What follows belongs to an exercise in optimizing a design on an open flow for small area and a short achievable clock period; a production flow would make more cautious choices.
The RTL was checked by simulation tests, not by an equivalence proof against the original design.

**flow/design.v**
```verilog
module PC(PC_select, Jump_address, clk, rstn, instr_addr);
  input PC_select;  
  input rstn, clk;
  input [7:0] Jump_address;  
  output [7:0] instr_addr;  
  reg [7:0] instr_addr;
  always@(posedge clk or negedge rstn) 
  begin
    if (!rstn) 
      instr_addr <= 0;
    else   
    begin
      if(PC_select)       
        instr_addr <= Jump_address;
      else
        instr_addr <= instr_addr + 1;     
    end
  end
endmodule
module IR(in_instr, clk, rstn, out_instr);
  input [15:0] in_instr;  
  input clk, rstn;
  output [15:0] out_instr;  
  reg [15:0] out_instr;
  always @(posedge clk or negedge rstn)  
  begin
    if(!rstn)         
      out_instr <= 0;
    else
      out_instr <= in_instr;  
  end
endmodule
module Decode(instr, PC_select, source2_select, ALU_out_select, RegWrite_Flag, Rd_select, Mul_flag, jump_addr, immediate_addr, shift_amm, Rreg_sig1, Rreg_sig2, Wreg_sig, opcode);
  input [15:0] instr;  
  output PC_select;  
  output [1:0] source2_select;  
  output ALU_out_select;  
  output RegWrite_Flag;  
  output Rd_select;  
  output Mul_flag;  
  output [7:0] jump_addr;  
  output [5:0] immediate_addr;  
  output [2:0] shift_amm;  
  output [2:0] Rreg_sig1;  
  output [2:0] Rreg_sig2;  
  output [2:0] Wreg_sig;  
  output [3:0] opcode;  
  reg PC_select, ALU_out_select, RegWrite_Flag, Rd_select, Mul_flag;
  reg [1:0] source2_select;
  reg [7:0] jump_addr;
  reg [5:0] immediate_addr;
  always @(*)
  begin 
    jump_addr = instr[11:4];
    if(instr[3:0] == 4'b1001)  
      PC_select = 1;
    else
      PC_select = 0;
  end
  always @(*)
  begin 
    immediate_addr = instr[15:10];
    if(instr[3:0] >= 5 && instr[3:0] <= 8)  
      source2_select = 1;
    else if(instr[3:0] == 1 || instr[3:0] == 2)  
           source2_select = 2;
    else
      source2_select = 0;
  end
 always @(*)
  begin 
    if(instr[3:0] == 4'b0111)  
    begin
      ALU_out_select = 1;
    end
    else
      ALU_out_select = 0;
  end
 always @(*)
  begin 
    if(instr[3:0] == 4'b1000 || instr[3:0] == 4'b1001)  
    begin
      RegWrite_Flag = 0;
    end
    else
      RegWrite_Flag = 1;
  end
 always @(*)
  begin 
    if(instr[3:0] == 4'b0110)  
    begin
      Rd_select = 1;
    end
    else
      Rd_select = 0;
  end
 always @(*)
  begin 
    if(instr[3:0] == 4'b1010)  
      Mul_flag = 1;
    else
      Mul_flag = 0;
  end
  assign shift_amm = instr[15:13];  
  assign Rreg_sig1 = instr[9:7];  
  assign Rreg_sig2 = instr[12:10];  
  assign Wreg_sig = instr[6:4];  
  assign opcode = instr[3:0];  
endmodule
module ALU_CON(opcode, signal);
  input [3:0] opcode;  
  output [2:0] signal;  
  reg [2:0] signal;
  always @(*)
  begin
    if(opcode == 4'b0011)  
      signal = 3'b011;	
    else if(opcode == 4'b0100)  
      signal = 3'b010;	
    else if(opcode == 4'b1010)  
      signal = 3'b001;
    else if(opcode == 4'b0001)  
      signal = 3'b100;
    else if(opcode == 4'b0010)  
      signal = 3'b101;
    else   
      signal = 3'b000;	
  end
endmodule
module Control_logic_01(clk, rstn, imem_data, instr_addr, Instruction, PC_select, Source2_select, ALU_out_Select, RegWrite_Flag, Rd_select, Mul_flag, Jump_addr, Immediate_Addr, shift_amm, Rreg_Sig1, Rreg_Sig2, Wreg_Sig, OPCODE);
  input clk, rstn;  
  input [15:0] imem_data;  
  output [7:0] instr_addr;
  output [15:0] Instruction;
  output PC_select;
  output  [1:0] Source2_select;
  output ALU_out_Select, RegWrite_Flag, Rd_select, Mul_flag;
  output [7:0] Jump_addr;
  output [5:0] Immediate_Addr;
  output [2:0] shift_amm;
  output [2:0] Rreg_Sig1, Rreg_Sig2, Wreg_Sig;
  output [3:0] OPCODE;
  wire  pc_select;  
  wire [7:0] jump_addr;  
  wire [7:0] inst_address;  
  PC obj_PC(pc_select, jump_addr, clk, rstn, inst_address);
  wire [15:0] instruction;
  assign instruction = imem_data;  
  wire [15:0] instruction1;
  IR obj_IR(instruction, clk, rstn, instruction1);
  wire [1:0] source2_select;
  wire ALU_out_select, regwrite_flag, Rd_Select, mul_flag;
  wire [5:0] immediate_addr;
  wire [2:0] Shift_amm;
  wire [2:0] Rreg_sig1, Rreg_sig2, Wreg_sig;
  wire [3:0] opcode;
  Decode obj_Dec(instruction1, pc_select, source2_select, ALU_out_select, regwrite_flag, Rd_Select, mul_flag, jump_addr, immediate_addr, Shift_amm, Rreg_sig1, Rreg_sig2, Wreg_sig, opcode);
  assign instr_addr = inst_address;
  assign Instruction = instruction1;
  assign PC_select = pc_select;
  assign Source2_select = source2_select;
  assign ALU_out_Select = ALU_out_select;
  assign RegWrite_Flag = regwrite_flag;
  assign Rd_select = Rd_Select;
  assign Mul_flag = mul_flag;
  assign Jump_addr = jump_addr;
  assign Immediate_Addr = immediate_addr;
  assign shift_amm = Shift_amm;
  assign Rreg_Sig1 = Rreg_sig1;
  assign Rreg_Sig2 = Rreg_sig2;
  assign Wreg_Sig = Wreg_sig;
  assign OPCODE = opcode;
endmodule
module Bits_E(in, out);
  input [5:0] in;  
  output [15:0] out;  
  assign out = {10'd0 , in};  
endmodule
module RF(RegWrite_Flag, Rreg1, Rreg2, Wreg, Datain, clk, rstn, Dout1, Dout2, Dout3);
  input RegWrite_Flag;  
  input [2:0] Rreg1;  
  input [2:0] Rreg2;  
  input [2:0] Wreg;  
  input [15:0] Datain;  
  input clk, rstn;
  output [15:0] Dout1;  
  output [15:0] Dout2;  
  output [15:0] Dout3;  
  reg [15:0] RegMem[0:7];  
  integer i;
  always @(posedge clk or negedge rstn)
  begin
    if (!rstn)
      for(i = 0; i < 8; i = i + 1)
        RegMem[i] <= 0;
    else
      if(RegWrite_Flag)
        RegMem[Wreg] <= Datain;
  end
  assign Dout1 = RegMem[Rreg1];
  assign Dout2 = RegMem[Rreg2];
  assign Dout3 = RegMem[Wreg];
endmodule
module MUX_1(Source2_select, Dout2, Ext_Immed_Addr, shift_amm, out);
  input [1:0] Source2_select;  
  input [15:0] Dout2, Ext_Immed_Addr;
  input [2:0] shift_amm;  
  output [15:0] out;  
  reg [15:0] out;
  always @(*)
  begin
    case(Source2_select)
    2'b00: out = Dout2;  
    2'b01: out = Ext_Immed_Addr;  
    2'b10: out = shift_amm;  
    default: out = Dout2;
    endcase     
  end
endmodule
module ALU(in1, in2, con_sig, out);
  input [15:0] in1;
  input [15:0] in2;
  input [2:0] con_sig;  
  output [31:0] out;  
  reg [31:0] out;
  always @(*)
  begin
    case(con_sig)
    3'b000: out = in1 + in2;  
    3'b001: out = in1 * in2;  
    3'b010: out = in1 & in2;  
    3'b011: out = in1 | in2;  
    3'b100: out = in1 << in2;  
    3'b101: out = in1 >> in2;  
    default: out = in1 + in2;
    endcase
  end
endmodule
module SPR(clk, rstn, flag, ALU_res, SR, Lo, Hi);
  input clk, rstn;
  input flag;  
  input [31:0] ALU_res;  
  output [8:0] SR;
  output [15:0] Lo;
  output [15:0] Hi;
  reg [8:0] SR;
  reg [15:0] Lo;
  reg [15:0] Hi;
  always @(posedge clk or negedge rstn)
  begin
    if(!rstn)
    begin
       SR <= 0;
       Lo <= 0;
       Hi <= 0;
    end
    else if(flag)  
         begin
           Lo <= ALU_res[15:0];
           Hi <= ALU_res[31:16];
         end
  end
endmodule
module MUX_2(ALU_out_Select, ALU_res, Mem_Data, out);
  input ALU_out_Select;  
  input [15:0] ALU_res, Mem_Data;  
  output [15:0] out;  
  reg [15:0] out;
  always @(*)
  begin
    if(ALU_out_Select)   
      out = Mem_Data;  
    else
      out = ALU_res;  
  end
endmodule
module MUX_3(Rd_select, MUX_02_res, Ext_Immed_Addr, out);
  input Rd_select;  
  input [15:0] MUX_02_res, Ext_Immed_Addr;  
  output [15:0] out;  
  reg [15:0] out;
  always @(*)
  begin
    if(Rd_select)   
      out = Ext_Immed_Addr;  
    else
      out = MUX_02_res;  
  end
endmodule
module CL_02(clk, rstn, imem_addr, imem_data, dmem_addr, dmem_wdata, dmem_we, dmem_re, dmem_rdata, wb_en, wb_rd, wb_data);
  input clk, rstn;
  input [15:0] imem_data;    
  input [15:0] dmem_rdata;   
  output [7:0] imem_addr;    
  output [15:0] dmem_addr, dmem_wdata;
  output dmem_we, dmem_re;
  output wb_en;              
  output [2:0] wb_rd;
  output [15:0] wb_data;
  wire [7:0] instr_addr;
  wire [15:0] instruction;
  wire PC_select;
  wire [1:0] Source2_select;
  wire ALU_out_Select, RegWrite_Flag, Rd_Select, Mul_flag;
  wire [7:0] Jump_addr;
  wire [5:0] Immediate_Addr;
  wire [2:0] Shift_amm;
  wire [2:0] Rreg_Sig1, Rreg_Sig2, Wreg_Sig;
  wire [3:0] OPCODE;
  Control_logic_01 obj_CL_01(clk, rstn, imem_data, instr_addr, instruction, PC_select, Source2_select, ALU_out_Select, RegWrite_Flag, Rd_Select, Mul_flag, Jump_addr, Immediate_Addr, Shift_amm, Rreg_Sig1, Rreg_Sig2, Wreg_Sig, OPCODE);
  wire [2:0] ALU_signal; 
  ALU_CON obj_ALU_CON(OPCODE, ALU_signal);
  wire [15:0] Ext_Immed_Addr;
  Bits_E obj_BE(Immediate_Addr, Ext_Immed_Addr);
  wire [15:0] MUX_res3;
  wire [15:0] Dout1;
  wire [15:0] Dout2;
  wire [15:0] Dout3;   
  RF obj_RF(RegWrite_Flag, Rreg_Sig1, Rreg_Sig2, Wreg_Sig, MUX_res3, clk, rstn, Dout1, Dout2, Dout3);
  wire [15:0] res1;
  MUX_1 obj_M1(Source2_select, Dout2, Ext_Immed_Addr, Shift_amm, res1);
  wire [31:0] ALU_res;
  ALU obj_ALU(Dout1, res1, ALU_signal, ALU_res);
  wire [8:0] SR;
  wire [15:0] Lo;
  wire [15:0] Hi;
  SPR obj_SPR(clk, rstn, Mul_flag, ALU_res, SR, Lo, Hi);
  wire [15:0] Mem_Data;
  assign Mem_Data = dmem_rdata;
  wire [15:0] MUX_res2;
  MUX_2 obj_M2(ALU_out_Select, ALU_res[15:0], Mem_Data, MUX_res2);
  wire [15:0] MUX_res2b;
  assign MUX_res2b = (OPCODE == 4'b1011) ? Lo : (OPCODE == 4'b1100) ? Hi : MUX_res2;
  MUX_3 obj_M3(Rd_Select, MUX_res2b, Ext_Immed_Addr, MUX_res3);
  assign imem_addr = instr_addr;
  assign dmem_addr = ALU_res[15:0];
  assign dmem_wdata = Dout3;
  assign dmem_we = !RegWrite_Flag && !PC_select;
  assign dmem_re = ALU_out_Select;
  assign wb_en = RegWrite_Flag;
  assign wb_rd = Wreg_Sig;
  assign wb_data = MUX_res3;
endmodule
```
**flow/constraint.sdc**
```tcl
create_clock -name core_clock -period 11.0 [get_ports {clk}]
set_input_delay 2.2000 -clock core_clock [delete_from_list [all_inputs] [get_ports {clk}]]
set_output_delay 2.2000 -clock core_clock [all_outputs]
set_load 0.01 [all_outputs]
```
**flow/run.sh**
```bash
#!/bin/bash
# synth_recipe.tcl (not shown) runs the flow's synth.tcl, then flattens the netlist and writes it again
# the make line also repeats each setting of config.mk as NAME=value (left out here)
make -C /OpenROAD-flow-scripts/flow DESIGN_CONFIG=/design/flow/config.mk WORK_HOME=/design/flow/orfs CLKGATE_MAP_FILE= SYNTH_SCRIPT=/design/flow/synth_recipe.tcl finish
```
**flow/config.mk**
```make
export PLATFORM = sky130hd
export DESIGN_NAME = CL_02
export DESIGN_NICKNAME = CL_02
export VERILOG_FILES = /design/flow/design.v
export SDC_FILE = /design/flow/constraint.sdc
export NUM_CORES = 4
export LEC_CHECK = 0
export CAP_MARGIN = 20
export CORE_MARGIN = 2
export CORE_UTILIZATION = 40
export SLEW_MARGIN = 20
```
==> impl_results.md <==
- Status: finished clean
- Netlist cell types: 91
- Vias per Instance: 6.263
- RR Endpoint: obj_SPR.Hi[15]
- Crit-path slowest cell: dfrtp_4
- Ratio of cells with drive above 1 in the final layout: 11.97%
- Antenna-violating nets left: 0
- Die ar.: 57240 um^2
- CP Class: register to primary output
- Htree depth: 4
- GP Congestion: 1.083
- Fill cells: 5463
- Crit-path leading delay family: adder cells
- Drt total wl: 90.98 mm
- Post-Synthesis Cells: 2628
- # nets final: 3059
- TNS Setup: 0 ns
- Cts hold-fix bufs: 0
- Max-slew headroom: 17.99%
- Yosys reg bits: 184
- Adder-cell share of the synthesized area: 25.38%
- Gr usage total: 32.35%
- Dominant cell type by area after synthesis: dfrtp_1
- Syn Area/Cell: 8.423 um^2
- Clock-pin slew on the worst setup and hold paths: 0.07 ns
- Min Tclk post-route: 10.70 ns
- Worst setup EP type: primary output
- Max Cap Viol: 0
- Number of global-route vias before repair: 20720
- FF-to-FF setup slack: 2.09 ns
- Clk_skew: 0.01140 ns
- Post-synth design cell area: 22130 um^2
- Initial antenna violation count: 1
- Worst reg2reg path depth: 24
- Maximum fanout along the worst path: 20
- Crit. path cell count: 25
- Worst hold path class: register to register
- CORE AREA: 54880 um^2
- Detailed Place HPWL: 71.51 mm
- # DRC: 0
- Syn. warnings: 11
- Synth Area in XOR/XNOR: 1.622%
- Synth Area in Compound Gates: 20.08%
- Initial Util: 40.34%
- Crit path buf inv count: 6
- Worst reg2reg startpoint: obj_CL_01.obj_IR.out_instr[8]
- Worst path arrival time: 8.50 ns
- Finished Core Util: 45.54%
- DR WL/cell: 26.68 um
- Worst Tran Pin Value: 1.229 ns
- Synth Net Count: 2994
- Worst Path Required: 8.80 ns
- Top-count cell post-synth: inv_1
- First-pass GRT wire length: 136.8 mm
- Die W: 239.2 um
- Final Max Slew Viols: 0
- Synth top area cells: dfrtp_1 21%, fa_1 18%, ha_1 7.7%
- Async S/R FF share, synth: 100.0%
- Pin count of the biggest net entering global routing: 71
- First drt pass iteration count: 6
- RSZ-0062 raised after global routing: false
- Synth top cells by count: 295 x inv_1, 289 x nand2_1, 277 x nor2_1
- # clock sinks: 184
- Crit path launch: obj_CL_01.obj_IR.out_instr[8]
- CTS tree: done
- Largest family of logic cells by synthesized area: adder cells
- Crit start category: register
- Later-pin clock latency in the skew report: 0.47 ns
- Die Ht: 239.2 um
- Layout area overhead: 12.89%
- ANT cells: 0
- Setup Viol. Count Final: 0
- Routed via count: 21360
- Final hold violations: 0
- Clock buffer depth: 2
- Top cell type's share of synthesized area: 20.80%
- Clock Root Buffer: clkbuf_16
- Post-synth EDFFs: 0
- Total gr overflow: 0
- FP Rows: 86
- Critical path's most frequent cell: fa_1
- TritonCTS buffer count: 17
- Critical Path Max Stage Delay: 0.57 ns
- Final worst-path cycle share: 97.29%
- Max frequency: 93.44 MHz
- Post-Synth Simple-Gate Area: 15.95%
- I/O Pins: 96
- Worst Setup EP: wb_data[15]
- Sequential-to-total area share from yosys stat: 20.80%
- Number of port buffers: 95
- Multiplexer share of the synthesized area: 7.303%
- Ys flop type: dfrtp_1
- 1st-iter DRT viols: 2572
[cells by family after synthesis]
family | count (synthesis)
flip-flops | 184
XOR/XNOR | 41
AND/OR/NAND/NOR | 792
adder cells (fa/ha/maj) | 332
buffers and inverters | 490
multiplexers | 135
AO/OA/AOI/OAI | 654
[repair_timing]
| action | in CTS | in global routing |
|---|---|---|
| pin swaps | 0 | 6 |
| cloned | 0 | 0 |
| resized for setup | 13 | 33 |
| setup buffers | 0 | 13 |
| endpoints found under the setup margin | 6 | 12 |
[worst min path at each step]
stage | slack (ns) | cells past startpoint | end | startpoint
finish | 0.49 | 1 | obj_SPR.Lo[5] | obj_SPR.Lo[5]
global route | 0.51 | 2 | obj_SPR.Lo[10] | obj_SPR.Lo[10]
CTS | 0.48 | 1 | obj_SPR.Lo[5] | obj_SPR.Lo[5]
detailed placement | 0.46 | 1 | obj_SPR.Lo[5] | obj_SPR.Lo[5]
global placement | 0.46 | 2 | obj_SPR.Lo[15] | obj_SPR.Lo[15]
floorplan | 0.44 | 2 | obj_SPR.Lo[15] | obj_SPR.Lo[15]
[state kept, by name, summed over array words and instances, names as in the netlist]
| signal | flops |
|---|---|
| obj_RF.RegMem | 128 |
| obj_CL_01.obj_IR.out_instr | 16 |
| obj_SPR.Hi | 16 |
| obj_SPR.Lo | 16 |
| obj_CL_01.obj_PC.instr_addr | 8 |
[worst reg2reg max path: stages, from the launching register on]
cell and delay [ns]:
dfrtp_4 0.57, or3_4 0.47, buf_4 0.22, nor2_1 0.10
a31o_2 0.37, clkinv_1 0.57, nand3_1 0.45, fa_1 0.51
fa_1 0.60, inv_1 0.07, fa_1 0.50, fa_1 0.51
fa_1 0.49, inv_1 0.05, fa_1 0.47, inv_1 0.04
ha_1 0.27, or4_1 0.54, o211ai_1 0.49, o21ai_0 0.36
o41a_1 0.45, a41o_1 0.28, a21oi_1 0.19, xnor2_1 0.13
o21ai_0 0.09
[placed cells by master (no fill, tap or decap), types with 11 or more instances in the layout]
cell,count
o22ai_1,26
a221oi_1,25
xnor2_1,25
ha_1,136
nand2b_1,31
o211ai_1,24
nand2_1,286
a22o_1,13
clkdlybuf4s50_1,92
mux4_2,12
nor3_1,24
buf_4,130
a31oi_1,45
a41oi_1,11
a22oi_1,19
nand3b_1,36
a21o_1,26
a211oi_1,37
o221ai_1,12
o31ai_1,25
nor2b_1,25
mux2i_1,58
o21ai_0,104
a21oi_1,112
clkbuf_16,17
fa_1,195
nor2_1,271
dfrtp_1,178
o21ai_1,54
mux2_2,56
xor2_1,16
o21a_1,17
nand3_1,49
inv_1,292
[layer usage]
metal | vias up | wire length (um) | share of wire, % | track usage, %
met1 | 10610 | 38940 | 43 | 47.10
met5 | - | 11 | 0.012 | 0
met2 | 1369 | 38090 | 42 | 46.76
li1 | 9167 | - | - | -
met4 | 2 | 3712 | 4.1 | 11.50
met3 | 210 | 10240 | 11 | 7.410
[area by class of cell]
cell class,count,area [um^2],area share [%]
Timing Repair Buffer,228,1978,7.916
Inverter,308,1172,4.692
Clock buffer,18,429.2,1.717
Multi-Input combinational cell,1954,15780,63.14
Tap cell,704,880.8,3.525
Clock inverter,14,133.9,0.5357
Sequential cell,184,4617,18.48
[per-stage QoR]
step | instance area, um^2 | hold WS, ns | worst slack (ns) | cells
after floorplan | 22140 | 0.4406 | 1.064 | 2628
after global placement | 24140 | 0.4563 | 0.2281 | 3365
after detailed placement | 24150 | 0.4636 | 0.03241 | 3365
after CTS | 24760 | 0.4846 | 0.003733 | 3397
after global routing | 24990 | 0.5066 | 0.04688 | 3410
final | 24990 | 0.4871 | 0.2979 | 3410

==> static timing again, ports no longer ideal <==
No port has a modelled driver above. Below, the same layout with a new extraction and two added sets of constraints. Step 1 (the two cells are an assumption about what drives the block):
set clk [get_ports {clk}]
set_driving_cell -lib_cell sky130_fd_sc_hd__clkbuf_16 $clk
set_driving_cell -lib_cell sky130_fd_sc_hd__buf_2 [delete_from_list [all_inputs] $clk]
Step 2 adds t to the input delays and takes it off the output delays; t is the mean of the earliest and latest rising clock arrival at the registers after step 1. Input paths then give back, and output paths get back, about the clock's delay inside the block. Slacks: ideal ports / drivers / drivers and shift; pairs: ideal ports / drivers.
shift t [ns]: 0.512
setup slack, ns: 0.298 / 0.247 / 0.759
worst setup path at the end: register to output
clock arrival spread, ns: 0.012 / 0.011
worst slew at a driven data input, ns: 0.04
After both steps setup and hold are still met in this run. The setup slack of this run moves by -0.051 ns with the drivers and by +0.461 ns with both steps.
